Background: an optimization exercise with open tools, aiming at small area, a short achievable clock period and few clock cycles. Do not read the settings as production practice. Only simulation tests tie the RTL to the original design; equivalence was not proved. Power and IR drop assume default switching activity.

**flow/design.v**
```verilog
module SME(
  input clk,
  input reset,
  input [7:0] chardata,
  input isstring,
  input ispattern,
  output valid,
  output match,
  output [4:0] match_index
  );
  reg         s_prev, p_prev;  
  reg [255:0] str;             
  reg [4:0]   lm1;             
  reg [4:0]   base;            
  reg [31:0]  m;
  reg         valid_r, match_r;
  reg [4:0]   idx_r;
  wire [31:0] m_n;
  genvar q;
  generate
    for (q = 0; q < 32; q = q + 1) begin : g_slot
      wire in_str = (q <= lm1);
      wire eq = (str[8*q +: 8] == chardata);
      if (q == 31)
        assign m_n[q] = eq & ~p_prev & in_str;
      else
        assign m_n[q] = eq & (p_prev ? m[q+1] : in_str);
    end
  endgenerate
  reg [4:0] top;
  integer i;
  always @(*) begin
    top = 5'd0;
    for (i = 0; i < 32; i = i + 1)
      if (m[i]) top = i;
  end
  wire any = |m;
  always @(posedge clk) begin
    if (reset) begin
      s_prev <= 1'b0;
      p_prev <= 1'b0;
      valid_r <= 1'b0;
    end else begin
      s_prev <= isstring;
      p_prev <= ispattern;
      valid_r <= p_prev & ~ispattern;
    end
    if (isstring) begin
      str <= {str[247:0], chardata};
      lm1 <= s_prev ? lm1 + 5'd1 : 5'd0;
    end
    if (ispattern)
      base <= p_prev ? base - 5'd1 : lm1;
    m <= m_n;
    match_r <= any;
    idx_r <= any ? base - top : 5'd0;
  end
  assign valid = valid_r;
  assign match = match_r;
  assign match_index = idx_r;
endmodule
```
**flow/run.sh**
```bash
#!/bin/bash
# synth_recipe.tcl (not shown) runs the flow's synth.tcl, then flattens the netlist and writes it again
# the make line also repeats each setting of config.mk as NAME=value (left out here)
make -C /OpenROAD-flow-scripts/flow DESIGN_CONFIG=/design/flow/config.mk WORK_HOME=/design/flow/orfs CLKGATE_MAP_FILE= SYNTH_SCRIPT=/design/flow/synth_recipe.tcl finish
```
**flow/config.mk**
```make
export PLATFORM = sky130hd
export DESIGN_NAME = SME
export DESIGN_NICKNAME = SME
export VERILOG_FILES = /design/flow/design.v
export SDC_FILE = /design/flow/constraint.sdc
export NUM_CORES = 4
export LEC_CHECK = 0
export CAP_MARGIN = 20
export CORE_MARGIN = 2
export CORE_UTILIZATION = 40
export SETUP_SLACK_MARGIN = 5
export SLEW_MARGIN = 20
```
**flow/constraint.sdc**
```tcl
create_clock -name core_clock -period 8.0 [get_ports {clk}]
set_input_delay 1.6000 -clock core_clock [delete_from_list [all_inputs] [get_ports {clk}]]
set_output_delay 1.6000 -clock core_clock [all_outputs]
set_load 0.01 [all_outputs]
```
==> flow_summary.html, run 1 <==
<table>
<tr><th>Metric</th><th>Value</th></tr>
<tr><th colspan="2">Worst setup path</th></tr>
<tr><td>CP max FO</td><td>1</td></tr>
<tr><td>Slowest stage cell on the critical path</td><td>sky130_fd_sc_hd__clkdlybuf4s50_1</td></tr>
<tr><td>Biggest cell delay along the critical path</td><td>between 0.5 and 0.6 ns</td></tr>
<tr><td>Worst setup EP type</td><td>output port</td></tr>
<tr><td>CP Depth</td><td>1</td></tr>
<tr><td>Kind of cell adding the most delay to the critical path</td><td>buffers and inverters</td></tr>
<tr><td>Worst path cell trace</td><td>clkdlybuf4s50_1</td></tr>
<tr><td>Number of buffers and inverters on the critical path</td><td>1</td></tr>
<tr><td>Critical path startpoint category</td><td>flip-flop</td></tr>
<tr><td>Number of cell instances on the worst register-to-register path</td><td>10</td></tr>
<tr><td>Critical Path AT</td><td>between 1 and 1.5 ns</td></tr>
<tr><td>Crit Path Category</td><td>flip-flop to output port</td></tr>
<tr><td>Required time at the endpoint of the critical path</td><td>roughly 6.4 ns</td></tr>
<tr><th colspan="2">Drt</th></tr>
<tr><td>Routed WL per cell</td><td>roughly 20 um</td></tr>
<tr><td>Vias after detailed routing</td><td>between 7k and 8k</td></tr>
<tr><td>Number of detailed-routing iterations run before antenna repair</td><td>4</td></tr>
<tr><td>DRT antenna net count</td><td>0</td></tr>
<tr><td>Number of vias per cell</td><td>5.15</td></tr>
<tr><td>Drt drc</td><td>0</td></tr>
<tr><td>Overall routed net length</td><td>~28,000 um</td></tr>
<tr><td>Detailed router's first-iteration violation count</td><td>around 650</td></tr>
<tr><th colspan="2">Synth</th></tr>
<tr><td>Ys async rst share</td><td>0%</td></tr>
<tr><td>Netlist area before placement</td><td>~13,000 sq um</td></tr>
<tr><td>Cell variety after synth</td><td>53</td></tr>
<tr><td>Count of flip-flops with a built-in enable after synthesis</td><td>between 200 and 300</td></tr>
<tr><td>Count of synthesis-stage warnings from yosys</td><td>1</td></tr>
<tr><td>Flip-flop and latch count after synthesis</td><td>just over 300</td></tr>
<tr><td>Top_reg_cell synth</td><td>sky130_fd_sc_hd__edfxtp_1</td></tr>
<tr><td>Mean instance size in the synthesized netlist</td><td>around 15 sq um</td></tr>
<tr><td>Total nets after synthesis</td><td>approximately 920</td></tr>
<tr><td>Proportion of synthesized chip area in sequential cells</td><td>between 60% and 70%</td></tr>
<tr><td>Cell count after synthesis</td><td>between 900 and 1k</td></tr>
<tr><th colspan="2">Power and ir drop</th></tr>
<tr><td>Combinational cell fraction of total power</td><td>about 7.1%</td></tr>
<tr><td>Power density over the cells</td><td>~250 nW/um^2</td></tr>
<tr><td>VDD IR-drop max</td><td>roughly 0.00013 V</td></tr>
<tr><td>Sw Pwr</td><td>820 uW</td></tr>
<tr><td>Share of power burned in registers</td><td>approximately 52%</td></tr>
<tr><td>Clock group share of total power</td><td>about two fifths</td></tr>
<tr><td>Internal power summed over all cells</td><td>~2800 uW</td></tr>
<tr><td>Leak Pwr</td><td>0.00481 uW</td></tr>
<tr><td>Switching portion of total power</td><td>between 20% and 30%</td></tr>
<tr><th colspan="2">Clock tree</th></tr>
<tr><td>Postcts setup bufs</td><td>0</td></tr>
<tr><td>Clk Latency, worst-skew pair</td><td>0.51 ns</td></tr>
<tr><td>Root Buffer Master</td><td>sky130_fd_sc_hd__clkbuf_16</td></tr>
<tr><td>H-tree Lvls</td><td>2</td></tr>
<tr><td>Hold-fix buffers at CTS</td><td>0</td></tr>
<tr><td>Clk buf depth</td><td>3</td></tr>
<tr><td>Number of buffers inserted during clock tree synthesis</td><td>34</td></tr>
<tr><td>Clock Sinks</td><td>between 300 and 400</td></tr>
<tr><td>CTS tree</td><td>built</td></tr>
<tr><td>Clock slew seen by the registers of the worst setup and hold paths</td><td>approximately 0.06 ns</td></tr>
<tr><td>Post-CTS sizing</td><td>0</td></tr>
<tr><th colspan="2">Job</th></tr>
<tr><td>Number of violations of the max-capacitance limit</td><td>0</td></tr>
<tr><th colspan="2">Run status</th></tr>
<tr><td>Run status</td><td>no timing/DRC/antenna violations</td></tr>
<tr><th colspan="2">Die</th></tr>
<tr><td>Die extent in y</td><td>between 150 and 200 um</td></tr>
<tr><td>Die Wd</td><td>approximately 180 um</td></tr>
<tr><td>Number of rows created at floorplan</td><td>66</td></tr>
<tr><td># IOs</td><td>19</td></tr>
<tr><td>CORE AREA</td><td>32,400 sq um</td></tr>
<tr><td>DIE AREA</td><td>roughly 34,000 sq um</td></tr>
<tr><td>Initial Util</td><td>about two fifths</td></tr>
<tr><th colspan="2">Placement</th></tr>
<tr><td>Buffers on Ports</td><td>18</td></tr>
<tr><td>HPWL after detailed placement</td><td>around 17,000 um</td></tr>
<tr><td>Final weighted congestion of routability-driven global placement</td><td>0.821</td></tr>
<tr><td>Area after detailed placement</td><td>~14,000 sq um</td></tr>
<tr><th colspan="2">STA</th></tr>
<tr><td>Final hold violation count</td><td>0</td></tr>
<tr><td>RSZ-0062 raised after global routing</td><td>no</td></tr>
<tr><td>Final Critical Period</td><td>about 2.9 ns</td></tr>
<tr><td>Number of failing setup endpoints in the final timing report</td><td>0</td></tr>
<tr><td>Headroom to the max-slew limit</td><td>between 30% and 40%</td></tr>
<tr><td>Setup total negative slack</td><td>0 ns</td></tr>
<tr><td>Worst-Margin Slew</td><td>1.02 ns</td></tr>
<tr><td>Largest clock skew in the final design</td><td>0.0159 ns</td></tr>
<tr><td>Period utilization</td><td>a little under two fifths</td></tr>
<tr><td>Number of max-slew violations in the final report</td><td>0</td></tr>
<tr><td>Maximum achievable frequency</td><td>0.340 GHz</td></tr>
<tr><th colspan="2">Global route</th></tr>
<tr><td>GRT Resource Usage Total</td><td>17.0%</td></tr>
<tr><td>Most heavily used metal layer in global routing</td><td>met2</td></tr>
<tr><td>Initial antenna violation count</td><td>1</td></tr>
<tr><td>Met1 track demand over resource in global routing</td><td>about 25%</td></tr>
<tr><td>Met3 capacity usage during global routing</td><td>between 3 and 4%</td></tr>
<tr><td>Global-route wire length before repair</td><td>approximately 43,000 um</td></tr>
<tr><td>Met2 track demand over resource in global routing</td><td>approximately a quarter</td></tr>
<tr><td>Maximum number of pins on one net before global-route repair</td><td>~170</td></tr>
<tr><td>Number of global-route vias before repair</td><td>7,214</td></tr>
<tr><td>Total global routing overflow</td><td>0</td></tr>
<tr><th colspan="2">Layout</th></tr>
<tr><td>Final net count</td><td>940</td></tr>
<tr><td>Footprint of the flip-flops and latches</td><td>between 8000 and 9000 sq um</td></tr>
<tr><td>Fraction of layout cells with a size suffix above 1</td><td>under 10%</td></tr>
<tr><td>Area growth from synthesis to final layout</td><td>12.4%</td></tr>
<tr><td>Antenna cell count</td><td>0</td></tr>
<tr><td>Area occupied by multi-input gates</td><td>just over 4000 sq um</td></tr>
<tr><td>Area of all placed cells without fillers</td><td>between 10,000 and 15,000 sq um</td></tr>
<tr><td>Number of fill cells</td><td>just under 3k</td></tr>
<tr><th colspan="2">Worst hold path</th></tr>
<tr><td>Classification of the worst-slack hold path</td><td>flip-flop to flip-flop</td></tr>
<tr><td>Cell depth of the worst min-delay path</td><td>0</td></tr>
</table>
[area by class of cell]
type / count / area share, %
sequential: 307 / 59.8
multi-input combinational: 535 / 27.4
clock buffer: 46 / 6.36
tap: 442 / 3.75
timing repair buffer: 27 / 1.55
clock inverter: 15 / 0.849
inverter: 13 / 0.331
[synthesized netlist by cell type, types with 2 or more instances]
cell type,count,share of area [%]
sky130_fd_sc_hd__edfxtp_1,266,61
sky130_fd_sc_hd__xnor2_1,175,12
sky130_fd_sc_hd__xor2_1,88,5.9
sky130_fd_sc_hd__dfxtp_1,41,6.3
sky130_fd_sc_hd__buf_2,32,1.2
sky130_fd_sc_hd__nand4_1,32,1.5
sky130_fd_sc_hd__nor4_1,31,1.5
sky130_fd_sc_hd__a21oi_1,25,0.96
sky130_fd_sc_hd__nor3_1,23,0.88
sky130_fd_sc_hd__nor2_1,19,0.54
sky130_fd_sc_hd__o21ai_0,18,0.69
sky130_fd_sc_hd__nand3_1,13,0.50
sky130_fd_sc_hd__inv_1,12,0.34
sky130_fd_sc_hd__clkbuf_1,11,0.32
sky130_fd_sc_hd__nand2_1,11,0.32
sky130_fd_sc_hd__ha_1,9,0.86
sky130_fd_sc_hd__nor2b_1,8,0.38
sky130_fd_sc_hd__o2111ai_1,7,0.47
sky130_fd_sc_hd__a211oi_1,6,0.34
sky130_fd_sc_hd__a31oi_1,6,0.29
sky130_fd_sc_hd__nand2b_1,6,0.29
sky130_fd_sc_hd__or3_1,6,0.29
sky130_fd_sc_hd__and2_1,4,0.19
sky130_fd_sc_hd__nor3b_1,4,0.23
sky130_fd_sc_hd__a2111oi_0,3,0.20
sky130_fd_sc_hd__a221oi_1,3,0.20
sky130_fd_sc_hd__a22oi_1,3,0.17
sky130_fd_sc_hd__buf_1,3,0.086
sky130_fd_sc_hd__nor2_2,3,0.14
sky130_fd_sc_hd__or4_1,3,0.17
sky130_fd_sc_hd__or4_4,3,0.26
sky130_fd_sc_hd__and4_1,2,0.13
sky130_fd_sc_hd__mux2i_1,2,0.15
sky130_fd_sc_hd__o211ai_1,2,0.11
sky130_fd_sc_hd__o21bai_1,2,0.11
sky130_fd_sc_hd__o311ai_0,2,0.13
[power groups by stage]
stage / Clock [uW] / Sequential, uW / Combinational [uW]
finish: 1490 / 1900 / 258
global route: 1590 / 1910 / 285
CTS: 1530 / 1900 / 262
detailed placement: 0 / 1930 / 260
global placement: 0 / 1930 / 257
floorplan: 0 / 1910 / 181
[per-stage QoR]
step           setup WS [ns]  util [%]  instances  hold WS (ns)  power (uW)
2_1_floorplan           5.19         -        901         0.447        2090
3_3_place_gp            4.64      42.2       1324         0.451        2190
3_5_place_dp            4.63      42.2       1324         0.454        2190
4_1_cts                 5.04      45.5       1385         0.468        3690
5_1_grt                 5.00      45.5       1385         0.476        3790
6_report                5.06      45.5       1385         0.465        3650
[registers in the layout, indices dropped and copies added (netlist names), 5 cells and up]
register  cells
idx_r         5
lm1           5
base          5
str         256
m            32
[placed cells by master (no fill, tap or decap), drive strengths merged, types with 6 or more instances in the layout]
cell type      synthesis  layout
edfxtp               266     266
xnor2                175     175
xor2                  88      88
clkbuf                11      47
dfxtp                 41      41
nand4                 32      32
nor4                  32      32
a21oi                 25      25
nor3                  24      24
nor2                  22      22
o21ai                 19      19
buf                   35      17
inv                   13      14
nand3                 13      13
nand2                 11      11
clkinv                 0      10
ha                     9       9
clkdlybuf4s50          0       9
nor2b                  8       8
o2111ai                7       7
a31oi                  6       6
a211oi                 6       6
nand2b                 6       6
or3                    6       6
or4                    6       6
[path summary, 6_finish.rpt]
kind	slack, ns	to	start
hold reg to reg	0.46	str[97]$_DFFE_PP_	str[89]$_DFFE_PP_
hold / removal	0.46	str[97]$_DFFE_PP_	str[89]$_DFFE_PP_
setup / recovery	5.06	match	match_r$_DFF_P_
setup reg to reg	5.30	idx_r[4]$_SDFF_PN0_	m[16]$_DFF_P_
[layer usage]
| layer | vias to the layer above | wire, um |
|---|---|---|
| met3 | 31 | 1650 |
| met5 | - | 0 |
| met1 | 3569 | 13000 |
| met4 | 0 | 372 |
| li1 | 3337 | - |
| met2 | 189 | 12900 |
[worst reg2reg max path, cell delays in order (launching register included)]
cell and delay, ns:
sky130_fd_sc_hd__dfxtp_1 0.37, sky130_fd_sc_hd__or3_1 0.40, sky130_fd_sc_hd__a221oi_1 0.20, sky130_fd_sc_hd__o21ai_1 0.14
sky130_fd_sc_hd__a221oi_1 0.47, sky130_fd_sc_hd__ha_1 0.28, sky130_fd_sc_hd__fa_1 0.21, sky130_fd_sc_hd__nand2b_1 0.11
sky130_fd_sc_hd__a21oi_1 0.08, sky130_fd_sc_hd__xnor2_1 0.18, sky130_fd_sc_hd__mux2i_1 0.19
[logic make-up after synthesis]
family / Yosys count / share of synthesized area (%)
compound gates: 85 / 4.16
flops: 307 / 67.2
simple gates: 175 / 7.86
buf+inv: 59 / 2.00
mux: 2 / 0.153
fa+ha+maj: 10 / 1.01
xor+xnor: 263 / 17.6
Testbench counts, summed over its fixed seeds: cycles 4,687.
==> inputs of run 2 (changes only) <==
--- a/flow/config.mk
+++ b/flow/config.mk
@@ -10,2 +10,3 @@
 export CORE_UTILIZATION = 40
+export CTS_BUF_LIST = sky130_fd_sc_hd__clkbuf_4
 export SETUP_SLACK_MARGIN = 5
==> run 2 against run 1 <==
First-iteration DRC count is 2.9% higher. Final area rose by 0.18%. Total power shrank 1.3%. Register-to-register slack lost 0.03 ns. Sequential share of layout area down 0.11 points. Flip-flop and latch count unchanged. Worst hold slack got worse by 0.017 ns. Still clean on timing, DRC and antenna. Fmax is 2.9% higher. Sequential power is essentially flat. Wire length increased by 2.9%. Via count is 4.7% higher. Highest routed layer unchanged.
==> flow_summary.html, run 2 <==
<table>
<tr><th>Metric</th><th>Value</th></tr>
<tr><th colspan="2">Run status</th></tr>
<tr><td>Run status</td><td>no timing/DRC/antenna violations (unchanged)</td></tr>
<tr><th colspan="2">Power and ir drop</th></tr>
<tr><td>VDD IR-drop max</td><td>0.000115 V (was 0.000125 V)</td></tr>
<tr><td>Leak Pwr</td><td>0.00499 uW (was 0.00481 uW)</td></tr>
<tr><td>Power density over the cells</td><td>244 nW/um^2 (was 248 nW/um^2)</td></tr>
<tr><th colspan="2">Global route</th></tr>
<tr><td>Number of global-route vias before repair</td><td>7,602 (was 7,214)</td></tr>
<tr><td>GRT Resource Usage Total</td><td>17.5% (was 17.0%)</td></tr>
<tr><td>Maximum number of pins on one net before global-route repair</td><td>168 (unchanged)</td></tr>
<tr><td>Global-route wire length before repair</td><td>44,300 um (was 43,100 um)</td></tr>
<tr><td>Initial antenna violation count</td><td>1 (unchanged)</td></tr>
<tr><td>Total global routing overflow</td><td>0 (unchanged)</td></tr>
<tr><th colspan="2">Worst setup path</th></tr>
<tr><td>Kind of cell adding the most delay to the critical path</td><td>flip-flops (was buffers and inverters)</td></tr>
<tr><td>CP max FO</td><td>1 (unchanged)</td></tr>
<tr><td>Required time at the endpoint of the critical path</td><td>6.40 ns (about the same)</td></tr>
<tr><td>Critical Path AT</td><td>1.26 ns (was 1.34 ns)</td></tr>
<tr><td>Biggest cell delay along the critical path</td><td>0.30 ns (was 0.52 ns)</td></tr>
<tr><td>Worst path cell trace</td><td>dlygate4sd2_1 (was clkdlybuf4s50_1)</td></tr>
<tr><td>Crit Path Category</td><td>flip-flop to output port (unchanged)</td></tr>
<tr><td>Slowest stage cell on the critical path</td><td>sky130_fd_sc_hd__dfxtp_1 (was sky130_fd_sc_hd__clkdlybuf4s50_1)</td></tr>
<tr><td>Worst setup EP type</td><td>output port (unchanged)</td></tr>
<tr><td>Number of buffers and inverters on the critical path</td><td>1 (unchanged)</td></tr>
<tr><td>Critical path startpoint category</td><td>flip-flop (unchanged)</td></tr>
<tr><th colspan="2">Synth</th></tr>
<tr><td>Mean instance size in the synthesized netlist</td><td>14.5 sq um (unchanged)</td></tr>
<tr><td>Most numerous cell in the Yosys netlist</td><td>sky130_fd_sc_hd__edfxtp_1 (unchanged)</td></tr>
<tr><td>Cell accounting for the most synthesized area</td><td>sky130_fd_sc_hd__edfxtp_1 (unchanged)</td></tr>
<tr><td>Flip-flop and latch count after synthesis</td><td>307 (unchanged)</td></tr>
<tr><td>Count of flip-flops with a built-in enable after synthesis</td><td>266 (unchanged)</td></tr>
<tr><td>Ys async rst share</td><td>0% (unchanged)</td></tr>
<tr><td>Main area contributors after synthesis</td><td>sky130_fd_sc_hd__edfxtp_1 61%, sky130_fd_sc_hd__xnor2_1 12%, sky130_fd_sc_hd__dfxtp_1 6.3% (unchanged)</td></tr>
<tr><td>Top-area cell type share of the netlist area</td><td>61.0% (unchanged)</td></tr>
<tr><td>Count of synthesis-stage warnings from yosys</td><td>1 (unchanged)</td></tr>
<tr><td>Cell count after synthesis</td><td>901 (unchanged)</td></tr>
<tr><td>Netlist area before placement</td><td>13,100 sq um (unchanged)</td></tr>
<tr><td>Cell variety after synth</td><td>53 (unchanged)</td></tr>
<tr><td>Leading post-synthesis cells by instance count</td><td>266 x sky130_fd_sc_hd__edfxtp_1, 175 x sky130_fd_sc_hd__xnor2_1, 88 x sky130_fd_sc_hd__xor2_1 (unchanged)</td></tr>
<tr><td>Total nets after synthesis</td><td>923 (unchanged)</td></tr>
<tr><td>Proportion of synthesized chip area in sequential cells</td><td>67.2% (unchanged)</td></tr>
<tr><td>Top_reg_cell synth</td><td>sky130_fd_sc_hd__edfxtp_1 (unchanged)</td></tr>
<tr><th colspan="2">Drt</th></tr>
<tr><td>Number of detailed-routing iterations run before antenna repair</td><td>5 (was 4)</td></tr>
<tr><td>Routed WL per cell</td><td>19.5 um (was 20.2 um)</td></tr>
<tr><td>Overall routed net length</td><td>28,700 um (was 27,900 um)</td></tr>
<tr><td>Number of vias per cell</td><td>5.07 (was 5.15)</td></tr>
<tr><td>Vias after detailed routing</td><td>7,458 (was 7,126)</td></tr>
<tr><td>Detailed router's first-iteration violation count</td><td>671 (was 652)</td></tr>
<tr><td>DRT antenna net count</td><td>0 (unchanged)</td></tr>
<tr><td>Drt drc</td><td>0 (unchanged)</td></tr>
<tr><th colspan="2">Die</th></tr>
<tr><td>Die Wd</td><td>185 um (unchanged)</td></tr>
<tr><td>Number of rows created at floorplan</td><td>66 (unchanged)</td></tr>
<tr><td>DIE AREA</td><td>34,200 sq um (unchanged)</td></tr>
<tr><td># IOs</td><td>19 (unchanged)</td></tr>
<tr><td>Initial Util</td><td>40.5% (unchanged)</td></tr>
<tr><td>Die extent in y</td><td>185 um (unchanged)</td></tr>
<tr><td>CORE AREA</td><td>32,400 sq um (unchanged)</td></tr>
<tr><th colspan="2">Layout</th></tr>
<tr><td>Largest registers</td><td>str (256), m (32) (unchanged)</td></tr>
<tr><td>Area of all placed cells without fillers</td><td>14,800 sq um (was 14,700 sq um)</td></tr>
<tr><td>Largest register FFs</td><td>256 (unchanged)</td></tr>
<tr><td>Fraction of layout cells with a size suffix above 1</td><td>16.1% (was 7.85%)</td></tr>
<tr><td>Most common cell after layout, fill and taps aside</td><td>sky130_fd_sc_hd__edfxtp_1 (unchanged)</td></tr>
<tr><td>Area growth from synthesis to final layout</td><td>12.6% (was 12.4%)</td></tr>
<tr><td>Final net count</td><td>986 (was 940)</td></tr>
<tr><td>Most used cells in the layout excluding fill and tap cells</td><td>266 x sky130_fd_sc_hd__edfxtp_1, 175 x sky130_fd_sc_hd__xnor2_1, 130 x sky130_fd_sc_hd__clkbuf_4 (was 266 x sky130_fd_sc_hd__edfxtp_1, 175 x sky130_fd_sc_hd__xnor2_1, 88 x sky130_fd_sc_hd__xor2_1)</td></tr>
<tr><td>Largest Register</td><td>str (unchanged)</td></tr>
<tr><th colspan="2">Clock tree</th></tr>
<tr><td>Clk Latency, worst-skew pair</td><td>0.71 ns (was 0.51 ns)</td></tr>
<tr><td>Clock slew seen by the registers of the worst setup and hold paths</td><td>0.06 ns (about the same)</td></tr>
<tr><td>Hold-fix buffers at CTS</td><td>0 (unchanged)</td></tr>
<tr><td>H-tree Lvls</td><td>3 (was 2)</td></tr>
<tr><td>Clk buf depth</td><td>3 (unchanged)</td></tr>
<tr><td>Root Buffer Master</td><td>sky130_fd_sc_hd__clkbuf_4 (was sky130_fd_sc_hd__clkbuf_16)</td></tr>
<tr><td>CTS tree</td><td>built (unchanged)</td></tr>
<tr><td>Number of buffers inserted during clock tree synthesis</td><td>80 (was 34)</td></tr>
<tr><td>Post-CTS sizing</td><td>7 (was 0)</td></tr>
<tr><td>Clock Sinks</td><td>307 (unchanged)</td></tr>
<tr><td>Postcts setup bufs</td><td>0 (unchanged)</td></tr>
<tr><th colspan="2">STA</th></tr>
<tr><td>Worst-Margin Slew</td><td>1.07 ns (was 1.02 ns)</td></tr>
<tr><td>Headroom to the max-slew limit</td><td>28.8% (was 32.1%)</td></tr>
<tr><td>Period utilization</td><td>35.7% (was 36.7%)</td></tr>
<tr><td>Final Critical Period</td><td>2.86 ns (was 2.94 ns)</td></tr>
<tr><td>Number of max-slew violations in the final report</td><td>0 (unchanged)</td></tr>
<tr><td>Number of failing setup endpoints in the final timing report</td><td>0 (unchanged)</td></tr>
<tr><td>Maximum achievable frequency</td><td>0.350 GHz (was 0.340 GHz)</td></tr>
<tr><td>Largest clock skew in the final design</td><td>0.0390 ns (was 0.0159 ns)</td></tr>
<tr><td>Setup total negative slack</td><td>0 ns (unchanged)</td></tr>
<tr><td>RSZ-0062 raised after global routing</td><td>no (unchanged)</td></tr>
<tr><td>Final hold violation count</td><td>0 (unchanged)</td></tr>
<tr><th colspan="2">Job</th></tr>
<tr><td>Number of violations of the max-capacitance limit</td><td>0 (unchanged)</td></tr>
<tr><th colspan="2">Placement</th></tr>
<tr><td>HPWL after detailed placement</td><td>17,100 um (unchanged)</td></tr>
<tr><td>Area after detailed placement</td><td>13,700 sq um (unchanged)</td></tr>
<tr><td>Buffers on Ports</td><td>18 (unchanged)</td></tr>
<tr><td>Final weighted congestion of routability-driven global placement</td><td>0.821 (unchanged)</td></tr>
<tr><th colspan="2">Worst hold path</th></tr>
<tr><td>Classification of the worst-slack hold path</td><td>flip-flop to flip-flop (unchanged)</td></tr>
</table>
[run 2: routing by layer]
layer | up-vias | track usage [%] | part of all wire (%) | routed length [um]
met5 | - | 0 | 0 | 0
li1 | 3477 | - | - | -
met1 | 3700 | 24.4 | 45 | 13000
met2 | 240 | 26.6 | 46 | 13200
met4 | 0 | 6.03 | 1.4 | 396
met3 | 41 | 4.66 | 7.3 | 2110
[run 2: through the flow]
step / utilization [%] / power [uW] / worst slack (ns) / hold slack, ns / std cells
global placement: 42.2 / 2190 / 4.64 / 0.451 / 1324
finish: 45.6 / 3600 / 5.14 / 0.448 / 1472
CTS: 45.6 / 3650 / 5.08 / 0.441 / 1471
global route: 45.6 / 3770 / 5.04 / 0.444 / 1472
detailed placement: 42.2 / 2190 / 4.63 / 0.454 / 1324
floorplan: - / 2090 / 5.19 / 0.447 / 901
[run 2: worst paths after layout]
path | startpoint | to | slack, ns | cells past startpoint
worst max-delay path | idx_r[3]$_SDFF_PN0_ | match_index[3] | 5.14 | 1
worst min-delay path | str[169]$_DFFE_PP_ | str[177]$_DFFE_PP_ | 0.45 | 0
worst max register to register | m[18]$_DFF_P_ | idx_r[4]$_SDFF_PN0_ | 5.27 | 8
worst min register to register | str[169]$_DFFE_PP_ | str[177]$_DFFE_PP_ | 0.45 | 0
[run 2: cell families after synthesis]
group | Yosys count | share of synthesized area (%)
DFF | 307 | 67.2
adders and majority gates | 10 | 1.01
buffers and inverters | 59 | 2.00
and+or+nand+nor | 175 | 7.86
muxes | 2 | 0.153
xor gates and xnor gates | 263 | 17.6
AOI/OAI and AO/OA | 85 | 4.16
[run 2: final cells by class]
type                       count  area [sq um]
timing repair buffer          27           216
antenna                        1          2.50
clock inverter                17           121
sequential                   307          8810
multi-input combinational    535          4030
inverter                      13          48.8
tap                          442           553
fill                        2971         17600
clock buffer                 130           976
[run 2: power breakdown]
group	total [uW]	switching [uW]	internal, uW	leakage, uW
Clock	1450	647	799	0.000659
Combinational	256	150	106	0.00139
Sequential	1900	63.8	1840	0.00294
[run 2: worst reg2reg max path, stage by stage (launching register included)]
cell and delay [ns]:
sky130_fd_sc_hd__dfxtp_1 0.39, sky130_fd_sc_hd__or4_1 0.54, sky130_fd_sc_hd__a31oi_1 0.24, sky130_fd_sc_hd__o21ai_0 0.28, sky130_fd_sc_hd__fa_1 0.50, sky130_fd_sc_hd__nand2b_1 0.16, sky130_fd_sc_hd__a21oi_1 0.19, sky130_fd_sc_hd__xnor2_1 0.16
sky130_fd_sc_hd__mux2i_1 0.20
==> inputs of run 3 (changes only) <==
--- a/flow/config.mk
+++ b/flow/config.mk
@@ -10,3 +10,4 @@
 export CORE_UTILIZATION = 40
-export CTS_BUF_LIST = sky130_fd_sc_hd__clkbuf_4
+export CTS_BUF_LIST = sky130_fd_sc_hd__clkbuf_8
+export CTS_CLUSTER_SIZE = 40
 export SETUP_SLACK_MARGIN = 5
==> run 3 against run 2 <==
Final area shrank 1.2%. Area after synthesis is the same. First-iteration DRC count shrank 8.2%. Largest cell class unchanged. Synthesized cell count is the same. Flip-flop and latch count is the same. Fmax grew 0.62%. Wire length shrank 1.2%. Sequential share of layout area grew 0.73 points. Die area is the same.
==> flow_summary.html, run 3 <==
<table>
<tr><th>Metric</th><th>Value</th></tr>
<tr><th colspan="2">Clock tree</th></tr>
<tr><td>Clock Sinks</td><td>307 (unchanged)</td></tr>
<tr><td>Root Buffer Master</td><td>sky130_fd_sc_hd__clkbuf_8 (was sky130_fd_sc_hd__clkbuf_4)</td></tr>
<tr><td>H-tree Lvls</td><td>2 (was 3)</td></tr>
<tr><td>Postcts setup bufs</td><td>0 (unchanged)</td></tr>
<tr><td>Clk Latency, worst-skew pair</td><td>0.58 ns (was 0.71 ns)</td></tr>
<tr><td>Clock slew seen by the registers of the worst setup and hold paths</td><td>0.06 ns (about the same)</td></tr>
<tr><td>Clk buf depth</td><td>3 (unchanged)</td></tr>
<tr><td>Number of buffers inserted during clock tree synthesis</td><td>50 (was 80)</td></tr>
<tr><td>CTS tree</td><td>built (unchanged)</td></tr>
<tr><th colspan="2">STA</th></tr>
<tr><td>Tightest hold margin</td><td>0.463 ns (was 0.448 ns)</td></tr>
<tr><td>Setup total negative slack</td><td>0 ns (unchanged)</td></tr>
<tr><td>Maximum achievable frequency</td><td>0.352 GHz (was 0.350 GHz)</td></tr>
<tr><td>Final hold violation count</td><td>0 (unchanged)</td></tr>
<tr><td>RSZ-0062 raised after global routing</td><td>no (unchanged)</td></tr>
<tr><td>Number of max-slew violations in the final report</td><td>0 (unchanged)</td></tr>
<tr><td>Number of failing setup endpoints in the final timing report</td><td>0 (unchanged)</td></tr>
<tr><td>Period utilization</td><td>35.5% (was 35.7%)</td></tr>
<tr><td>Final Critical Period</td><td>2.84 ns (was 2.86 ns)</td></tr>
<tr><td>Minimum setup slack in the final design</td><td>5.16 ns (was 5.14 ns)</td></tr>
<tr><td>Worst-Margin Slew</td><td>1.09 ns (was 1.07 ns)</td></tr>
<tr><td>Largest clock skew in the final design</td><td>0.0317 ns (was 0.0390 ns)</td></tr>
<tr><td>Headroom to the max-slew limit</td><td>27.1% (was 28.8%)</td></tr>
<tr><th colspan="2">Synth</th></tr>
<tr><td>Proportion of synthesized chip area in sequential cells</td><td>67.2% (unchanged)</td></tr>
<tr><td>Cell variety after synth</td><td>53 (unchanged)</td></tr>
<tr><td>Top_reg_cell synth</td><td>sky130_fd_sc_hd__edfxtp_1 (unchanged)</td></tr>
<tr><td>Compound-Gate Fraction of Synth Area</td><td>4.16% (unchanged)</td></tr>
<tr><td>Synth Area in Adders</td><td>1.01% (unchanged)</td></tr>
<tr><td>Cell accounting for the most synthesized area</td><td>sky130_fd_sc_hd__edfxtp_1 (unchanged)</td></tr>
<tr><td>Flip-flop and latch count after synthesis</td><td>307 (unchanged)</td></tr>
<tr><td>Count of synthesis-stage warnings from yosys</td><td>1 (unchanged)</td></tr>
<tr><td>Total nets after synthesis</td><td>923 (unchanged)</td></tr>
<tr><td>Dominant combinational cell family by area after synthesis</td><td>XOR/XNOR gates (unchanged)</td></tr>
<tr><td>Top-area cell type share of the netlist area</td><td>61.0% (unchanged)</td></tr>
<tr><td>Mean instance size in the synthesized netlist</td><td>14.5 sq um (unchanged)</td></tr>
<tr><td>Most numerous cell in the Yosys netlist</td><td>sky130_fd_sc_hd__edfxtp_1 (unchanged)</td></tr>
<tr><td>Netlist area before placement</td><td>13,100 sq um (unchanged)</td></tr>
<tr><td>Main area contributors after synthesis</td><td>sky130_fd_sc_hd__edfxtp_1 61%, sky130_fd_sc_hd__xnor2_1 12%, sky130_fd_sc_hd__dfxtp_1 6.3% (unchanged)</td></tr>
<tr><td>Ys async rst share</td><td>0% (unchanged)</td></tr>
<tr><td>Simple-gate portion of the synthesized area</td><td>7.86% (unchanged)</td></tr>
<tr><td>Post-Synth XOR/XNOR Area</td><td>17.6% (unchanged)</td></tr>
<tr><td>Leading post-synthesis cells by instance count</td><td>266 x sky130_fd_sc_hd__edfxtp_1, 175 x sky130_fd_sc_hd__xnor2_1, 88 x sky130_fd_sc_hd__xor2_1 (unchanged)</td></tr>
<tr><td>Count of flip-flops with a built-in enable after synthesis</td><td>266 (unchanged)</td></tr>
<tr><td>Cell count after synthesis</td><td>901 (unchanged)</td></tr>
<tr><td>Mux cell area share after synthesis</td><td>0.153% (unchanged)</td></tr>
<tr><th colspan="2">Worst setup path</th></tr>
<tr><td>Most frequent cell on the critical path</td><td>sky130_fd_sc_hd__nor4_1</td></tr>
<tr><td>Number of cell instances on the worst register-to-register path</td><td>10 (was 8)</td></tr>
<tr><td>Critical path startpoint category</td><td>input port (was flip-flop)</td></tr>
<tr><td>Kind of cell adding the most delay to the critical path</td><td>buffers and inverters (was flip-flops)</td></tr>
<tr><td>Required time at the endpoint of the critical path</td><td>8.47 ns (was 6.40 ns)</td></tr>
<tr><td>Critical Path AT</td><td>3.31 ns (was 1.26 ns)</td></tr>
<tr><td>Worst path cell trace</td><td>buf_2 &gt; xor2_1 &gt; nor4_1 &gt; o2111ai_1 &gt; nor4_1 (was dlygate4sd2_1)</td></tr>
<tr><td>Worst setup EP type</td><td>flip-flop (was output port)</td></tr>
<tr><td>CP Depth</td><td>5 (was 1)</td></tr>
<tr><td>Biggest cell delay along the critical path</td><td>0.81 ns (was 0.30 ns)</td></tr>
<tr><td>Slowest stage cell on the critical path</td><td>sky130_fd_sc_hd__buf_2 (was sky130_fd_sc_hd__dfxtp_1)</td></tr>
<tr><td>Number of buffers and inverters on the critical path</td><td>1 (unchanged)</td></tr>
<tr><td>CP max FO</td><td>33 (was 1)</td></tr>
<tr><td>Crit Path Category</td><td>input port to flip-flop (was flip-flop to output port)</td></tr>
<tr><th colspan="2">Global route</th></tr>
<tr><td>Maximum number of pins on one net before global-route repair</td><td>168 (unchanged)</td></tr>
<tr><td>Initial antenna violation count</td><td>1 (unchanged)</td></tr>
<tr><td>Global-route wire length before repair</td><td>43,500 um (was 44,300 um)</td></tr>
<tr><td>Total global routing overflow</td><td>0 (unchanged)</td></tr>
<tr><td>Number of global-route vias before repair</td><td>7,345 (was 7,602)</td></tr>
<tr><td>GRT Resource Usage Total</td><td>17.1% (was 17.5%)</td></tr>
<tr><th colspan="2">Die</th></tr>
<tr><td>Die extent in y</td><td>185 um (unchanged)</td></tr>
<tr><td># IOs</td><td>19 (unchanged)</td></tr>
<tr><td>CORE AREA</td><td>32,400 sq um (unchanged)</td></tr>
<tr><td>DIE AREA</td><td>34,200 sq um (unchanged)</td></tr>
<tr><td>Initial Util</td><td>40.5% (unchanged)</td></tr>
<tr><td>Die Wd</td><td>185 um (unchanged)</td></tr>
<tr><td>Number of rows created at floorplan</td><td>66 (unchanged)</td></tr>
<tr><th colspan="2">Placement</th></tr>
<tr><td>HPWL after detailed placement</td><td>17,100 um (unchanged)</td></tr>
<tr><td>Buffers on Ports</td><td>18 (unchanged)</td></tr>
<tr><td>Final weighted congestion of routability-driven global placement</td><td>0.821 (unchanged)</td></tr>
<tr><td>Area after detailed placement</td><td>13,700 sq um (unchanged)</td></tr>
<tr><td>Worst Setup Slack post-DPL</td><td>4.63 ns (unchanged)</td></tr>
<tr><th colspan="2">Layout</th></tr>
<tr><td>Largest Register</td><td>str (unchanged)</td></tr>
<tr><td>Final net count</td><td>956 (was 986)</td></tr>
<tr><td>Area growth from synthesis to final layout</td><td>11.3% (was 12.6%)</td></tr>
<tr><td>Antenna cell count</td><td>0 (was 1)</td></tr>
<tr><td>Largest registers</td><td>str (256), m (32) (unchanged)</td></tr>
<tr><td>Fraction of layout cells with a size suffix above 1</td><td>9.46% (was 16.1%)</td></tr>
<tr><td>Area of all placed cells without fillers</td><td>14,600 sq um (was 14,800 sq um)</td></tr>
<tr><td>Most common cell after layout, fill and taps aside</td><td>sky130_fd_sc_hd__edfxtp_1 (unchanged)</td></tr>
<tr><td>Largest register FFs</td><td>256 (unchanged)</td></tr>
<tr><td>Most used cells in the layout excluding fill and tap cells</td><td>266 x sky130_fd_sc_hd__edfxtp_1, 175 x sky130_fd_sc_hd__xnor2_1, 88 x sky130_fd_sc_hd__xor2_1 (was 266 x sky130_fd_sc_hd__edfxtp_1, 175 x sky130_fd_sc_hd__xnor2_1, 130 x sky130_fd_sc_hd__clkbuf_4)</td></tr>
<tr><th colspan="2">Power and ir drop</th></tr>
<tr><td>Power density over the cells</td><td>235 nW/um^2 (was 244 nW/um^2)</td></tr>
<tr><td>Leak Pwr</td><td>0.00489 uW (was 0.00499 uW)</td></tr>
<tr><td>VDD IR-drop max</td><td>0.000139 V (was 0.000115 V)</td></tr>
<tr><td>Pwr Total</td><td>3430 uW (was 3600 uW)</td></tr>
<tr><th colspan="2">Worst hold path</th></tr>
<tr><td>Classification of the worst-slack hold path</td><td>flip-flop to flip-flop (unchanged)</td></tr>
<tr><td>Cell depth of the worst min-delay path</td><td>0 (unchanged)</td></tr>
<tr><th colspan="2">Run status</th></tr>
<tr><td>Run status</td><td>no timing/DRC/antenna violations (unchanged)</td></tr>
<tr><th colspan="2">Drt</th></tr>
<tr><td>DRT antenna net count</td><td>0 (unchanged)</td></tr>
<tr><td>Routed WL per cell</td><td>20.1 um (was 19.5 um)</td></tr>
<tr><td>Number of detailed-routing iterations run before antenna repair</td><td>5 (unchanged)</td></tr>
<tr><td>Detailed router's first-iteration violation count</td><td>616 (was 671)</td></tr>
<tr><td>Overall routed net length</td><td>28,400 um (was 28,700 um)</td></tr>
<tr><td>Vias after detailed routing</td><td>7,239 (was 7,458)</td></tr>
<tr><td>Number of vias per cell</td><td>5.12 (was 5.07)</td></tr>
<tr><td>Drt drc</td><td>0 (unchanged)</td></tr>
<tr><th colspan="2">Job</th></tr>
<tr><td>Number of violations of the max-capacitance limit</td><td>0 (unchanged)</td></tr>
</table>
## run 3: metal layers
metal / part of all wire [%] / track usage (%) / wire, um / up-vias
met5: 0 / 0 / 0 / -
met2: 45 / 26.6 / 12900 / 211
met4: 1.8 / 4.70 / 516 / 0
li1: - / - / - / 3374
met3: 6.7 / 3.20 / 1900 / 48
met1: 46 / 24.6 / 13100 / 3606
## run 3: final cells by class
| cell class | count | area, sq um |
|---|---|---|
| Multi-Input combinational cell | 535 | 4030 |
| Clock buffer | 54 | 743 |
| Sequential cell | 307 | 8810 |
| Clock inverter | 37 | 179 |
| Timing Repair Buffer | 27 | 216 |
| Inverter | 13 | 48.8 |
| Tap cell | 442 | 553 |
| Fill cell | 2938 | 17800 |
## run 3: timing repair
action / in CTS / in global routing
setup endpoints to repair: 7 / 0
hold buffers: 0 / 0
resized for setup: 7 / 0
## run 3: worst paths after layout
| check | from | end | slack [ns] |
|---|---|---|---|
| setup / recovery | chardata[0] | m[2]$_DFF_P_ | 5.16 |
| hold / removal | str[212]$_DFFE_PP_ | str[220]$_DFFE_PP_ | 0.46 |
| setup reg to reg | m[16]$_DFF_P_ | idx_r[4]$_SDFF_PN0_ | 5.30 |
| hold reg to reg | str[212]$_DFFE_PP_ | str[220]$_DFFE_PP_ | 0.46 |
## run 3: power by group
part / total, uW / internal (uW) / switching [uW]
sequential: 1900 / 1840 / 63.6
combinational: 257 / 106 / 151
clock: 1270 / 654 / 617
total: 3430 / 2600 / 831
## run 3: worst reg2reg max path, cell delays in order, from the launching register on
cell	delay (ns)
sky130_fd_sc_hd__dfxtp_1	0.38
sky130_fd_sc_hd__or3_1	0.40
sky130_fd_sc_hd__a221oi_1	0.20
sky130_fd_sc_hd__o21ai_1	0.15
sky130_fd_sc_hd__a221oi_1	0.46
sky130_fd_sc_hd__ha_1	0.28
sky130_fd_sc_hd__fa_1	0.21
sky130_fd_sc_hd__nand2b_1	0.11
sky130_fd_sc_hd__a21oi_1	0.08
sky130_fd_sc_hd__xnor2_1	0.18
sky130_fd_sc_hd__mux2i_1	0.19
## run 3: cells by family after synthesis
group,count (synthesis)
compound gates,85
xor+xnor,263
fa+ha+maj,10
buf+inv,59
flops,307
mux,2
simple gates,175
## run 3: stage by stage
step,util [%],std cells
after global placement,42.2,1324
after detailed placement,42.2,1324
after global routing,45.0,1415
after CTS,45.0,1415
final,45.0,1415
after floorplan,-,901
==> inputs of run 4 (changes only) <==
==> flow/flow/run.sh (new file) <==
#!/bin/bash
set -euo pipefail
bash standard.sh SETUP_SLACK_MARGIN=6.0 finish > standard_flow.log 2>&1
==> flow/standard.sh (new file) <==
#!/bin/bash
# synth_recipe.tcl (not shown) runs the flow's synth.tcl, then flattens the netlist and writes it again
# the make line also repeats each setting of config.mk as NAME=value (left out here)
make -C /OpenROAD-flow-scripts/flow DESIGN_CONFIG=/design/flow/config.mk WORK_HOME=/design/flow/orfs CLKGATE_MAP_FILE= SYNTH_SCRIPT=/design/flow/synth_recipe.tcl "${@:-finish}"
--- a/flow/config.mk
+++ b/flow/config.mk
@@ -10,5 +10,3 @@
 export CORE_UTILIZATION = 40
-export CTS_BUF_LIST = sky130_fd_sc_hd__clkbuf_8
-export CTS_CLUSTER_SIZE = 40
-export SETUP_SLACK_MARGIN = 5
+export CTS_BUF_LIST = sky130_fd_sc_hd__clkbuf_4
 export SLEW_MARGIN = 20
removed: flow/run.sh
==> run 4 against run 3 <==
Total power increased by 10%. Core utilization is 7.2 points higher. Final cell count is 10% higher. Area after synthesis did not move. Worst setup slack better by 0.11 ns. Flip-flop and latch count unchanged. Register-to-register slack better by 0.29 ns. Combinational power increased by 55%. Clock skew rose by 0.026 ns. Via count rose by 14%. Clock-buffer cell count increased by 84. Critical path type is now flip-flop to output port. Highest routed layer unchanged.
==> flow_summary.html, run 4 <==
<table>
<tr><th>Metric</th><th>Value</th></tr>
<tr><th colspan="2">Clock tree</th></tr>
<tr><td>Clock Sinks</td><td>307 (unchanged)</td></tr>
<tr><td>Root Buffer Master</td><td>sky130_fd_sc_hd__clkbuf_4 (was sky130_fd_sc_hd__clkbuf_8)</td></tr>
<tr><td>Number of buffers inserted during clock tree synthesis</td><td>83 (was 50)</td></tr>
<tr><td>Clk buf depth</td><td>3 (unchanged)</td></tr>
<tr><td>H-tree Lvls</td><td>3 (was 2)</td></tr>
<tr><td>Clk Latency, worst-skew pair</td><td>0.69 ns (was 0.58 ns)</td></tr>
<tr><td>Clock slew seen by the registers of the worst setup and hold paths</td><td>0.08 ns (was 0.06 ns)</td></tr>
<tr><td>Hold-fix buffers at CTS</td><td>0 (unchanged)</td></tr>
<tr><td>CTS tree</td><td>built (unchanged)</td></tr>
<tr><th colspan="2">Global route</th></tr>
<tr><td>Initial antenna violation count</td><td>1 (unchanged)</td></tr>
<tr><td>Number of global-route vias before repair</td><td>8,299 (was 7,345)</td></tr>
<tr><td>Maximum number of pins on one net before global-route repair</td><td>74 (was 168)</td></tr>
<tr><td>Total global routing overflow</td><td>0 (unchanged)</td></tr>
<tr><td>GRT Resource Usage Total</td><td>20.9% (was 17.1%)</td></tr>
<tr><td>Global-route wire length before repair</td><td>51,100 um (was 43,500 um)</td></tr>
<tr><th colspan="2">STA</th></tr>
<tr><td>Period utilization</td><td>34.1% (was 35.5%)</td></tr>
<tr><td>Final Critical Period</td><td>2.73 ns (was 2.84 ns)</td></tr>
<tr><td>Final hold violation count</td><td>0 (unchanged)</td></tr>
<tr><td>Maximum achievable frequency</td><td>0.366 GHz (was 0.352 GHz)</td></tr>
<tr><td>Worst-Margin Slew</td><td>0.837 ns (was 1.09 ns)</td></tr>
<tr><td>Number of max-slew violations in the final report</td><td>0 (unchanged)</td></tr>
<tr><td>Number of failing setup endpoints in the final timing report</td><td>0 (unchanged)</td></tr>
<tr><td>Headroom to the max-slew limit</td><td>44.2% (was 27.1%)</td></tr>
<tr><td>Setup total negative slack</td><td>0 ns (unchanged)</td></tr>
<tr><td>RSZ-0062 raised after global routing</td><td>yes (was no)</td></tr>
<tr><td>Largest clock skew in the final design</td><td>0.0576 ns (was 0.0317 ns)</td></tr>
<tr><th colspan="2">Worst setup path</th></tr>
<tr><td>Worst path cell trace</td><td>buf_2 (was buf_2 &gt; xor2_1 &gt; nor4_1 &gt; o2111ai_1 &gt; nor4_1)</td></tr>
<tr><td>Biggest cell delay along the critical path</td><td>0.31 ns (was 0.81 ns)</td></tr>
<tr><td>CP Depth</td><td>1 (was 5)</td></tr>
<tr><td>Launch point of the worst reg-to-reg path</td><td>m[16]$_DFF_P_ (unchanged)</td></tr>
<tr><td>Critical Path AT</td><td>1.13 ns (was 3.31 ns)</td></tr>
<tr><td>Crit Path Category</td><td>flip-flop to output port (was input port to flip-flop)</td></tr>
<tr><td>Required time at the endpoint of the critical path</td><td>6.40 ns (was 8.47 ns)</td></tr>
<tr><td>Number of buffers and inverters on the critical path</td><td>1 (unchanged)</td></tr>
<tr><td>Number of cell instances on the worst register-to-register path</td><td>10 (unchanged)</td></tr>
<tr><td>Launch point of the worst path</td><td>idx_r[3]$_SDFF_PN0_ (was chardata[0])</td></tr>
<tr><td>Critical path startpoint category</td><td>flip-flop (was input port)</td></tr>
<tr><td>Worst setup EP type</td><td>output port (was flip-flop)</td></tr>
<tr><td>Kind of cell adding the most delay to the critical path</td><td>flip-flops (was buffers and inverters)</td></tr>
<tr><td>CP max FO</td><td>1 (was 33)</td></tr>
<tr><td>Slowest stage cell on the critical path</td><td>sky130_fd_sc_hd__dfxtp_1 (was sky130_fd_sc_hd__buf_2)</td></tr>
<tr><th colspan="2">Placement</th></tr>
<tr><td>HPWL after detailed placement</td><td>16,900 um (was 17,100 um)</td></tr>
<tr><td>Cell count after placement</td><td>1,326 (was 1,324)</td></tr>
<tr><td>Buffers on Ports</td><td>18 (unchanged)</td></tr>
<tr><td>Final weighted congestion of routability-driven global placement</td><td>0.822 (was 0.821)</td></tr>
<tr><th colspan="2">Drt</th></tr>
<tr><td>Routed WL per cell</td><td>22.5 um (was 20.1 um)</td></tr>
<tr><td>Vias after detailed routing</td><td>8,241 (was 7,239)</td></tr>
<tr><td>Number of detailed-routing iterations run before antenna repair</td><td>5 (unchanged)</td></tr>
<tr><td>Number of vias per cell</td><td>5.28 (was 5.12)</td></tr>
<tr><td>DRT antenna net count</td><td>0 (unchanged)</td></tr>
<tr><td>Detailed router's first-iteration violation count</td><td>790 (was 616)</td></tr>
<tr><td>Drt drc</td><td>0 (unchanged)</td></tr>
<tr><td>Overall routed net length</td><td>35,100 um (was 28,400 um)</td></tr>
<tr><th colspan="2">Power and ir drop</th></tr>
<tr><td>Share of power burned in registers</td><td>50.3% (was 55.5%)</td></tr>
<tr><td>Internal power summed over all cells</td><td>2840 uW (was 2600 uW)</td></tr>
<tr><td>VDD IR-drop max</td><td>0.000130 V (was 0.000139 V)</td></tr>
<tr><td>Combinational cell fraction of total power</td><td>10.6% (was 7.5%)</td></tr>
<tr><td>Clock group share of total power</td><td>39.1% (was 37.1%)</td></tr>
<tr><td>Power density over the cells</td><td>223 nW/um^2 (was 235 nW/um^2)</td></tr>
<tr><td>Leak Pwr</td><td>0.00597 uW (was 0.00489 uW)</td></tr>
<tr><td>Switching portion of total power</td><td>24.6% (was 24.2%)</td></tr>
<tr><td>Sw Pwr</td><td>929 uW (was 831 uW)</td></tr>
<tr><th colspan="2">Layout</th></tr>
<tr><td>Final net count</td><td>1,072 (was 956)</td></tr>
<tr><td>Largest Register</td><td>str (unchanged)</td></tr>
<tr><td>Largest registers</td><td>str (256), m (32) (unchanged)</td></tr>
<tr><td>Most used cells in the layout excluding fill and tap cells</td><td>266 x sky130_fd_sc_hd__edfxtp_1, 138 x sky130_fd_sc_hd__xnor2_1, 138 x sky130_fd_sc_hd__clkbuf_4 (was 266 x sky130_fd_sc_hd__edfxtp_1, 175 x sky130_fd_sc_hd__xnor2_1, 88 x sky130_fd_sc_hd__xor2_1)</td></tr>
<tr><td>Final Instance Count excl. Fillers</td><td>1,562 (was 1,415)</td></tr>
<tr><td>Fraction of layout cells with a size suffix above 1</td><td>32.2% (was 9.46%)</td></tr>
<tr><td>Most common cell after layout, fill and taps aside</td><td>sky130_fd_sc_hd__edfxtp_1 (unchanged)</td></tr>
<tr><td>Largest register FFs</td><td>256 (unchanged)</td></tr>
<tr><td>Area growth from synthesis to final layout</td><td>29.0% (was 11.3%)</td></tr>
<tr><th colspan="2">Job</th></tr>
<tr><td>Number of violations of the max-capacitance limit</td><td>0 (unchanged)</td></tr>
<tr><th colspan="2">Synth</th></tr>
<tr><td>Most numerous cell in the Yosys netlist</td><td>sky130_fd_sc_hd__edfxtp_1 (unchanged)</td></tr>
<tr><td>Top_reg_cell synth</td><td>sky130_fd_sc_hd__edfxtp_1 (unchanged)</td></tr>
<tr><td>Count of synthesis-stage warnings from yosys</td><td>1 (unchanged)</td></tr>
<tr><td>Flip-flop and latch count after synthesis</td><td>307 (unchanged)</td></tr>
<tr><td>Netlist area before placement</td><td>13,100 sq um (unchanged)</td></tr>
<tr><td>Ys async rst share</td><td>0% (unchanged)</td></tr>
<tr><td>Cell variety after synth</td><td>53 (unchanged)</td></tr>
<tr><td>Leading post-synthesis cells by instance count</td><td>266 x sky130_fd_sc_hd__edfxtp_1, 175 x sky130_fd_sc_hd__xnor2_1, 88 x sky130_fd_sc_hd__xor2_1 (unchanged)</td></tr>
<tr><td>Proportion of synthesized chip area in sequential cells</td><td>67.2% (unchanged)</td></tr>
<tr><td>Total nets after synthesis</td><td>923 (unchanged)</td></tr>
<tr><td>Cell accounting for the most synthesized area</td><td>sky130_fd_sc_hd__edfxtp_1 (unchanged)</td></tr>
<tr><td>Mean instance size in the synthesized netlist</td><td>14.5 sq um (unchanged)</td></tr>
<tr><td>Top-area cell type share of the netlist area</td><td>61.0% (unchanged)</td></tr>
<tr><td>Count of flip-flops with a built-in enable after synthesis</td><td>266 (unchanged)</td></tr>
<tr><td>Main area contributors after synthesis</td><td>sky130_fd_sc_hd__edfxtp_1 61%, sky130_fd_sc_hd__xnor2_1 12%, sky130_fd_sc_hd__dfxtp_1 6.3% (unchanged)</td></tr>
<tr><td>Cell count after synthesis</td><td>901 (unchanged)</td></tr>
<tr><th colspan="2">Die</th></tr>
<tr><td>CORE AREA</td><td>32,400 sq um (unchanged)</td></tr>
<tr><td># IOs</td><td>19 (unchanged)</td></tr>
<tr><td>Number of rows created at floorplan</td><td>66 (unchanged)</td></tr>
<tr><td>Initial Util</td><td>40.5% (unchanged)</td></tr>
<tr><td>DIE AREA</td><td>34,200 sq um (unchanged)</td></tr>
<tr><td>Die extent in y</td><td>185 um (unchanged)</td></tr>
<tr><td>Die Wd</td><td>185 um (unchanged)</td></tr>
<tr><th colspan="2">Worst hold path</th></tr>
<tr><td>Min-Delay Startpoint</td><td>str[152]$_DFFE_PP_ (was str[212]$_DFFE_PP_)</td></tr>
<tr><td>Cell depth of the worst min-delay path</td><td>0 (unchanged)</td></tr>
<tr><td>Classification of the worst-slack hold path</td><td>flip-flop to flip-flop (unchanged)</td></tr>
<tr><th colspan="2">Run status</th></tr>
<tr><td>Run status</td><td>no timing/DRC/antenna violations (unchanged)</td></tr>
</table>
[run 4: cell counts after synthesis]
No cell type changed its count.
[run 4: power groups by stage]
stage          Sequential (uW)  Combinational [uW]  Clock, uW
2_1_floorplan             1910                 194          0
3_3_place_gp              1930                 259          0
3_5_place_dp              1930                 260          0
4_1_cts                   1900                 367       1510
5_1_grt                   1910                 422       1600
6_report                  1900                 399       1470
[run 4: what timing repair did]
| action | 4_1_cts | 5_1_grt |
|---|---|---|
| gates cloned | 16 | 2 |
| gates resized for setup | 170 | 70 |
| pin swaps | 57 | 54 |
| buffers inserted | 42 | 21 |
| setup endpoints to repair | 306 | 49 |
[run 4: layer usage]
metal  wire (um)  global-route usage, %  share of wire, %
met2       16100                   32.1                46
met3        3130                   5.88               8.9
met5           0                      0                 0
met1       14900                   28.0                42
met4         983                   8.41               2.8
[run 4: worst paths after layout]
path,to,slack [ns]
hold reg to reg,str[160]$_DFFE_PP_,0.44
setup / recovery,match_index[3],5.27
hold / removal,str[160]$_DFFE_PP_,0.44
setup reg to reg,idx_r[4]$_SDFF_PN0_,5.59
[run 4: cells by family after synthesis]
| family | synth area share, % |
|---|---|
| AOI/OAI and AO/OA | 4.16 |
| xor gates and xnor gates | 17.6 |
| adders and majority gates | 1.01 |
| buffers and inverters | 2.00 |
| DFF | 67.2 |
| muxes | 0.153 |
| and+or+nand+nor | 7.86 |
[run 4: layout make-up]
class / count / area [sq um]
fillers: 2798 / 15500
clock inverters: 16 / 109
flip-flops and latches: 307 / 8820
multi-input cells: 535 / 4680
well taps: 442 / 553
inverters: 13 / 52.6
diodes: 1 / 2.50
repair buffers: 110 / 1640
clock buffers: 138 / 1040
[run 4: per-stage QoR]
step | hold slack, ns | setup WS, ns | utilization, % | cell area, sq um | power, uW
2_1_floorplan | 0.447 | 5.36 | - | 13300 | 2100
3_3_place_gp | 0.450 | 4.21 | 42.3 | 13700 | 2190
3_5_place_dp | 0.454 | 4.20 | 42.3 | 13700 | 2190
4_1_cts | 0.425 | 5.23 | 50.5 | 16300 | 3770
5_1_grt | 0.439 | 5.20 | 52.2 | 16900 | 3930
6_report | 0.444 | 5.27 | 52.2 | 16900 | 3770
==> inputs of run 5 (changes only) <==
==> flow/flow/run.sh (replaced) <==
#!/bin/bash
set -euo pipefail
bash standard.sh SETUP_SLACK_MARGIN=5.5 "CTS_ARGS=-sink_clustering_enable -repair_clock_nets -buf_list sky130_fd_sc_hd__clkbuf_4 -dont_use_dummy_load" finish > standard_flow.log 2>&1
==> run 5 against run 4 <==
Still clean. Via count down 12%. Fmax rose by 0.98%. Sequential power about the same. Clock-buffer cell count shrank 57. Clock power decreased by 32%. Register-to-register slack lost 0.10 ns. Die area stayed put. Critical path type unchanged. Critical endpoint is now valid. Largest cell class unchanged.
==> flow_summary.html, run 5 <==
<table>
<tr><th>Metric</th><th>Value</th></tr>
<tr><th colspan="2">Power and ir drop</th></tr>
<tr><td>Power density over the cells</td><td>219 nW/um^2 (was 223 nW/um^2)</td></tr>
<tr><td>Switching portion of total power</td><td>23.8% (was 24.6%)</td></tr>
<tr><td>Leak Pwr</td><td>0.00474 uW (was 0.00597 uW)</td></tr>
<tr><td>Sw Pwr</td><td>753 uW (was 929 uW)</td></tr>
<tr><td>Share of power burned in registers</td><td>60.1% (was 50.3%)</td></tr>
<tr><td>VDD IR-drop max</td><td>0.000108 V (was 0.000130 V)</td></tr>
<tr><td>Internal power summed over all cells</td><td>2410 uW (was 2840 uW)</td></tr>
<tr><td>Combinational cell fraction of total power</td><td>8.2% (was 10.6%)</td></tr>
<tr><td>Clock group share of total power</td><td>31.7% (was 39.1%)</td></tr>
<tr><th colspan="2">Die</th></tr>
<tr><td>Initial Util</td><td>40.5% (unchanged)</td></tr>
<tr><td>Number of rows created at floorplan</td><td>66 (unchanged)</td></tr>
<tr><td>DIE AREA</td><td>34,200 sq um (unchanged)</td></tr>
<tr><td>CORE AREA</td><td>32,400 sq um (unchanged)</td></tr>
<tr><td># IOs</td><td>19 (unchanged)</td></tr>
<tr><td>Die extent in y</td><td>185 um (unchanged)</td></tr>
<tr><td>Die Wd</td><td>185 um (unchanged)</td></tr>
<tr><th colspan="2">Synth</th></tr>
<tr><td>Cell variety after synth</td><td>53 (unchanged)</td></tr>
<tr><td>Netlist area before placement</td><td>13,100 sq um (unchanged)</td></tr>
<tr><td>Ys async rst share</td><td>0% (unchanged)</td></tr>
<tr><td>Count of synthesis-stage warnings from yosys</td><td>1 (unchanged)</td></tr>
<tr><td>Leading post-synthesis cells by instance count</td><td>266 x sky130_fd_sc_hd__edfxtp_1, 175 x sky130_fd_sc_hd__xnor2_1, 88 x sky130_fd_sc_hd__xor2_1 (unchanged)</td></tr>
<tr><td>Count of flip-flops with a built-in enable after synthesis</td><td>266 (unchanged)</td></tr>
<tr><td>Total nets after synthesis</td><td>923 (unchanged)</td></tr>
<tr><td>Main area contributors after synthesis</td><td>sky130_fd_sc_hd__edfxtp_1 61%, sky130_fd_sc_hd__xnor2_1 12%, sky130_fd_sc_hd__dfxtp_1 6.3% (unchanged)</td></tr>
<tr><td>Top_reg_cell synth</td><td>sky130_fd_sc_hd__edfxtp_1 (unchanged)</td></tr>
<tr><td>Mean instance size in the synthesized netlist</td><td>14.5 sq um (unchanged)</td></tr>
<tr><td>Most numerous cell in the Yosys netlist</td><td>sky130_fd_sc_hd__edfxtp_1 (unchanged)</td></tr>
<tr><td>Proportion of synthesized chip area in sequential cells</td><td>67.2% (unchanged)</td></tr>
<tr><td>Top-area cell type share of the netlist area</td><td>61.0% (unchanged)</td></tr>
<tr><td>Cell count after synthesis</td><td>901 (unchanged)</td></tr>
<tr><td>Flip-flop and latch count after synthesis</td><td>307 (unchanged)</td></tr>
<tr><td>Cell accounting for the most synthesized area</td><td>sky130_fd_sc_hd__edfxtp_1 (unchanged)</td></tr>
<tr><th colspan="2">Placement</th></tr>
<tr><td>Final weighted congestion of routability-driven global placement</td><td>0.811 (was 0.822)</td></tr>
<tr><td>Buffers on Ports</td><td>18 (unchanged)</td></tr>
<tr><td>HPWL after detailed placement</td><td>17,100 um (was 16,900 um)</td></tr>
<tr><th colspan="2">Worst setup path</th></tr>
<tr><td>Critical Path AT</td><td>1.10 ns (was 1.13 ns)</td></tr>
<tr><td>Slowest stage cell on the critical path</td><td>sky130_fd_sc_hd__dfxtp_2 (was sky130_fd_sc_hd__dfxtp_1)</td></tr>
<tr><td>Worst setup EP type</td><td>output port (unchanged)</td></tr>
<tr><td>Worst path cell trace</td><td>buf_6 (was buf_2)</td></tr>
<tr><td>Critical path startpoint category</td><td>flip-flop (unchanged)</td></tr>
<tr><td>Required time at the endpoint of the critical path</td><td>6.40 ns (about the same)</td></tr>
<tr><td>Crit Path Category</td><td>flip-flop to output port (unchanged)</td></tr>
<tr><td>Number of buffers and inverters on the critical path</td><td>1 (unchanged)</td></tr>
<tr><td>Kind of cell adding the most delay to the critical path</td><td>flip-flops (unchanged)</td></tr>
<tr><td>Biggest cell delay along the critical path</td><td>0.31 ns (about the same)</td></tr>
<tr><td>CP max FO</td><td>1 (unchanged)</td></tr>
<tr><th colspan="2">STA</th></tr>
<tr><td>Number of max-slew violations in the final report</td><td>0 (unchanged)</td></tr>
<tr><td>Period utilization</td><td>33.8% (was 34.1%)</td></tr>
<tr><td>Final hold violation count</td><td>0 (unchanged)</td></tr>
<tr><td>Setup total negative slack</td><td>0 ns (unchanged)</td></tr>
<tr><td>Headroom to the max-slew limit</td><td>42.0% (was 44.2%)</td></tr>
<tr><td>Largest clock skew in the final design</td><td>0.0725 ns (was 0.0576 ns)</td></tr>
<tr><td>Worst-Margin Slew</td><td>0.870 ns (was 0.837 ns)</td></tr>
<tr><td>Final Critical Period</td><td>2.70 ns (was 2.73 ns)</td></tr>
<tr><td>Tightest hold margin</td><td>0.419 ns (was 0.444 ns)</td></tr>
<tr><td>RSZ-0062 raised after global routing</td><td>yes (unchanged)</td></tr>
<tr><td>Number of failing setup endpoints in the final timing report</td><td>0 (unchanged)</td></tr>
<tr><td>Maximum achievable frequency</td><td>0.370 GHz (was 0.366 GHz)</td></tr>
<tr><th colspan="2">Run status</th></tr>
<tr><td>Run status</td><td>no timing/DRC/antenna violations (unchanged)</td></tr>
<tr><th colspan="2">Layout</th></tr>
<tr><td>Final net count</td><td>990 (was 1,072)</td></tr>
<tr><td>Largest Register</td><td>str (unchanged)</td></tr>
<tr><td>Area growth from synthesis to final layout</td><td>10.2% (was 29.0%)</td></tr>
<tr><td>Largest registers</td><td>str (256), m (32) (unchanged)</td></tr>
<tr><td>Fraction of layout cells with a size suffix above 1</td><td>14.1% (was 32.2%)</td></tr>
<tr><td>Number of fill cells</td><td>2,998 (was 2,798)</td></tr>
<tr><td>Largest register FFs</td><td>256 (unchanged)</td></tr>
<tr><td>Most used cells in the layout excluding fill and tap cells</td><td>266 x sky130_fd_sc_hd__edfxtp_1, 175 x sky130_fd_sc_hd__xnor2_1, 88 x sky130_fd_sc_hd__xor2_1 (was 266 x sky130_fd_sc_hd__edfxtp_1, 138 x sky130_fd_sc_hd__xnor2_1, 138 x sky130_fd_sc_hd__clkbuf_4)</td></tr>
<tr><td>Most common cell after layout, fill and taps aside</td><td>sky130_fd_sc_hd__edfxtp_1 (unchanged)</td></tr>
<tr><th colspan="2">Clock tree</th></tr>
<tr><td>Clock Sinks</td><td>307 (unchanged)</td></tr>
<tr><td>Clk Latency, worst-skew pair</td><td>0.67 ns (was 0.69 ns)</td></tr>
<tr><td>Root Buffer Master</td><td>sky130_fd_sc_hd__clkbuf_4 (unchanged)</td></tr>
<tr><td>Clk buf depth</td><td>3 (unchanged)</td></tr>
<tr><td>H-tree Lvls</td><td>3 (unchanged)</td></tr>
<tr><td>Clock slew seen by the registers of the worst setup and hold paths</td><td>0.06 ns (was 0.08 ns)</td></tr>
<tr><td>Number of buffers inserted during clock tree synthesis</td><td>81 (was 83)</td></tr>
<tr><td>Hold-fix buffers at CTS</td><td>0 (unchanged)</td></tr>
<tr><td>CTS tree</td><td>built (unchanged)</td></tr>
<tr><th colspan="2">Drt</th></tr>
<tr><td>Routed WL per cell</td><td>19.7 um (was 22.5 um)</td></tr>
<tr><td>DRT antenna net count</td><td>0 (unchanged)</td></tr>
<tr><td>Drt drc</td><td>0 (unchanged)</td></tr>
<tr><td>Number of detailed-routing iterations run before antenna repair</td><td>6 (was 5)</td></tr>
<tr><td>Vias after detailed routing</td><td>7,286 (was 8,241)</td></tr>
<tr><td>Number of vias per cell</td><td>5.17 (was 5.28)</td></tr>
<tr><td>Detailed router's first-iteration violation count</td><td>457 (was 790)</td></tr>
<tr><td>Overall routed net length</td><td>27,700 um (was 35,100 um)</td></tr>
<tr><th colspan="2">Global route</th></tr>
<tr><td>Global-route wire length before repair</td><td>42,500 um (was 51,100 um)</td></tr>
<tr><td>Total global routing overflow</td><td>0 (unchanged)</td></tr>
<tr><td>Initial antenna violation count</td><td>2 (was 1)</td></tr>
<tr><td>Number of global-route vias before repair</td><td>7,446 (was 8,299)</td></tr>
<tr><td>GRT Resource Usage Total</td><td>16.7% (was 20.9%)</td></tr>
<tr><td>Maximum number of pins on one net before global-route repair</td><td>138 (was 74)</td></tr>
<tr><th colspan="2">Worst hold path</th></tr>
<tr><td>Classification of the worst-slack hold path</td><td>flip-flop to flip-flop (unchanged)</td></tr>
<tr><th colspan="2">Job</th></tr>
<tr><td>Number of violations of the max-capacitance limit</td><td>0 (unchanged)</td></tr>
</table>
run 5: per-stage QoR:
step           instances  instance area (sq um)  utilization [%]  total power, uW  setup slack (ns)
4_1_cts             1407                  14300             44.2             3210              5.21
6_report            1410                  14400             44.6             3160              5.30
2_1_floorplan        901                  13300                -             2100              5.36
3_5_place_dp        1326                  13700             42.2             2190              4.37
3_3_place_gp        1326                  13700             42.2             2190              4.39
5_1_grt             1410                  14400             44.6             3320              5.20
run 5: cell type report:
type	instances	area (sq um)	area share, %
inverter	13	48.8	0.338
clock buffer	81	608	4.21
tap	442	553	3.83
multi-input combinational	535	4110	28.5
sequential	307	8810	61.0
timing repair buffer	30	302	2.09
antenna	2	5.00	0.0347
run 5: power groups by stage:
stage	sequential, uW	clock [uW]	combinational (uW)
floorplan	1910	0	192
CTS	1900	1050	260
detailed placement	1930	0	257
global route	1910	1120	285
finish	1900	1000	259
global placement	1930	0	254
run 5: path summary, 6_finish.rpt:
| path | from | endpoint | slack, ns | cells past startpoint |
|---|---|---|---|---|
| worst max-delay path | valid_r$_SDFF_PP0_ | valid | 5.30 | 1 |
| worst min-delay path | str[26]$_DFFE_PP_ | str[34]$_DFFE_PP_ | 0.42 | 0 |
| worst max register to register | m[3]$_DFF_P_ | idx_r[3]$_SDFF_PN0_ | 5.49 | 9 |
| worst min register to register | str[26]$_DFFE_PP_ | str[34]$_DFFE_PP_ | 0.42 | 0 |
run 5: what timing repair did:
action                                  4_1_cts  5_1_grt
setup buffers                                 0        1
pin swaps                                     4        3
endpoints found under the setup margin      142       63
gates resized for setup                      50       27
run 5: kinds of logic after synthesis:
group,share of synthesized area [%]
flops,67.2
xor+xnor,17.6
simple gates,7.86
compound gates,4.16
buf+inv,2.00
fa+ha+maj,1.01
mux,0.153
run 5: routing by layer:
metal  wire length (um)  share of wire (%)  vias to the layer above  GRT usage [%]
li1                   -                  -                     3434              -
met1              12300                 45                     3612           21.9
met2              13300                 48                      192           26.9
met3               1590                5.7                       48           4.38
met4                501                1.8                        0           5.56
met5                  0                  0                        -              0

Re-timed with assumed drivers on the ports (clkbuf_16 on the clock, buf_2 on other inputs), run 5 has 5.251 ns of setup slack against 5.298 ns with ideal ports, and 4.848 ns once port delays also move by the mid clock arrival of 0.689 ns.
